From an optimization exercise on the open Yosys and OpenROAD flow, aimed at small area, a short achievable clock period and few clock cycles per item; shortcuts taken in it are not production practice. No driver is modelled on the clock port, so clock power and skew are understated where the tree is cut down; a real chip needs a root buffer or a tree. Power is estimated from default activity; no workload was simulated.

## functions
module functions(input clk,
                 input rst,
                 input [7:0] a,
                 input [7:0] b,
                 input start,
                 output wire [9:0] out,
                 output wire busy
                );
    localparam J = 4;
    localparam W = 9 - J;
    wire [6:1] t;
    cbrt root(.a(b), .t(t));
    wire [J+1:0] lo;
    adder #(.J(J)) sum(.A(a), .T(t), .S(lo));
    wire [1:0] c = lo[J+1:J];
    wire [W-1:0] v = a[7:J] + a[7:J+1];
    reg         a0_q;
    reg [J-1:0] lo_q;
    reg         sj_q;
    reg         u_q;
    reg [W-1:1] v_q;
    always @(posedge clk)
        if (rst) begin
            a0_q <= 1'b0;
            lo_q <= 0;
            sj_q <= 1'b0;
            u_q  <= 1'b0;
            v_q  <= 0;
        end else if (start) begin
            a0_q <= a[0];
            lo_q <= lo[J-1:0];
            sj_q <= v[0] ^ c[0];
  ...
Size: about 140 cells after synthesis, ~11 flip-flops.
==> module functions, before the edit <==
module functions(input clk,
                 input rst,
                 input [7:0] a,
                 input [7:0] b,
                 input start,
                 output wire [9:0] out,
                 output wire busy
                );
    localparam J = 4;
    localparam W = 9 - J;
    wire [6:1] t;
    cbrt root(.a(b), .t(t));
    wire [J+1:0] lo;
    adder #(.J(J)) sum(.A(a), .T(t), .S(lo));
    wire [1:0] c = lo[J+1:J];
    wire [W-1:0] v = a[7:J] + a[7:J+1];
    reg         a0_q;
    reg [J-1:0] lo_q;
    reg         sj_q;
    reg         u_q;
    reg [W-1:1] v_q;
    always @(posedge clk)
        if (rst) begin
            a0_q <= 1'b0;
            lo_q <= 0;
            sj_q <= 1'b0;
            u_q  <= 1'b0;
            v_q  <= 0;
        end else if (start) begin
            a0_q <= a[0];
            lo_q <= lo[J-1:0];
            sj_q <= v[0] ^ c[0];
            u_q  <= c[1] | (c[0] & v[0]);
            v_q  <= v[W-1:1];
        end
    reg [W-1:1] hi;
    reg ones;
    integer i;
    always @(*) begin
        ones = u_q;
        for (i = 1; i < W; i = i + 1) begin
            hi[i] = v_q[i] ^ ones;
            ones = ones & v_q[i];
        end
    end
    assign out  = {hi, sj_q, lo_q, a0_q};
    assign busy = 1'b0;
endmodule
==> flow/config.mk <==
export PLATFORM = sky130hd
export DESIGN_NAME = functions
export DESIGN_NICKNAME = functions
export VERILOG_FILES = /design/flow/design.v
export SDC_FILE = /design/flow/constraint.sdc
export NUM_CORES = 4
export LEC_CHECK = 0
export CAP_MARGIN = 20
export CORE_AREA = 4 4 66 66
export DIE_AREA = 0 0 70 70
export SLEW_MARGIN = 20
==> flow/constraint.sdc <==
create_clock -name core_clock -period 5.5 [get_ports {clk}]
set_input_delay 1.1000 -clock core_clock [delete_from_list [all_inputs] [get_ports {clk}]]
set_output_delay 1.1000 -clock core_clock [all_outputs]
set_load 0.01 [all_outputs]
standard.sh (not shown) runs the stock make flow with config.mk's settings and CLKGATE_MAP_FILE= SYNTH_SCRIPT=/design/flow/synth_recipe.tcl, a recipe that flattens the netlist after the stock synthesis.
==> flow/flow/run.sh <==
#!/bin/bash
# The standard layout (standard.sh), with three changes:
#  - synthesis maps the logic with its own delay-driven ABC script
#    (flow/abc.script) and leaves adders to ABC instead of ORFS's
#    full/half-adder cells;
#  - the port buffers are the smallest buffer instead of the resizer's
#    default pick (a slow delay buffer);
#  - the clock tree is one buffer (flow/post_cts.tcl).
set -euo pipefail
here=$(pwd)
cat flow/abc_wrap.tcl synth_recipe.tcl > own_synth.tcl
export MY_ABC_SCRIPT=$here/flow/abc.script
export MY_ABC_D=1000
bash standard.sh SYNTH_SCRIPT=$here/own_synth.tcl ADDER_MAP_FILE= \
  BUFFER_PORTS_ARGS="-buffer_cell sky130_fd_sc_hd__buf_1" \
  CTS_ARGS="-sink_clustering_enable -repair_clock_nets -dont_use_dummy_load -buf_list sky130_fd_sc_hd__clkbuf_4 -root_buf sky130_fd_sc_hd__clkbuf_4" \
  POST_CTS_TCL=$here/flow/post_cts.tcl \
  finish > orfs_flow.log 2>&1
Other scripts of this flow, unchanged in this note and not shown: flow/flow/abc.script, flow/flow/abc_wrap.tcl, flow/flow/post_cts.tcl
Change:
--- a/flow/design.v
+++ b/flow/design.v
@@ -27,11 +27,11 @@
                  input [7:0] b,
                  input start,
                  output wire [9:0] out,
                  output wire busy
                 );
-    localparam J = 4;
+    localparam J = 5;
     localparam W = 9 - J;
     wire [6:1] t;
     cbrt root(.a(b), .t(t));
     wire [J+1:0] lo;
     adder #(.J(J)) sum(.A(a), .T(t), .S(lo));
Setup slack loses 0.0034 ns.
Total power climbs by 4.9%.
Count of clock-buffer cells in the layout stays the same.
Non-clock buffer count stays the same.
Clock power drops by about 4%.
Via count climbs by 13%.
Area after synthesis climbs by 9.7%.
Wire length climbs by 11%.
Worst hold slack loses 0.030 ns.
Function was not checked in any run of this note: the RTL went through the layout flow alone.

[afterwards: timing with drivers on the ports]
The results above use ideal ports. As a check the final layouts listed here were re-extracted and re-timed, cells and wires unchanged.
Step 1, drivers: a clkbuf_16 drives clk and a buf_2 each remaining input, both assumed.
Step 2 times the ports against the registers' clock, not the clock port: input delays grow and output delays shrink by t, the midpoint of the rising clock arrivals with the driver on.
Slacks: no drivers / after step 1 / after step 2; pairs: no drivers / after step 1.
| run | t, ns | setup WS [ns] | worst setup path at the end | slew at the worst register clock pin (ns) | worst slew at a driven data input, ns |
|---|---|---|---|---|---|
| the first run | 0.189 | 2.988 / 2.984 / 2.796 | input to register | 0.11 / 0.11 | 0.03 |
| the second run | 0.182 | 2.985 / 2.981 / 2.799 | input to register | 0.11 / 0.11 | 0.03 |
After both steps setup and hold are still met in every run listed. For the first run, which loses most, drivers alone change the setup slack by -0.004 ns; drivers and shift together by -0.192 ns.
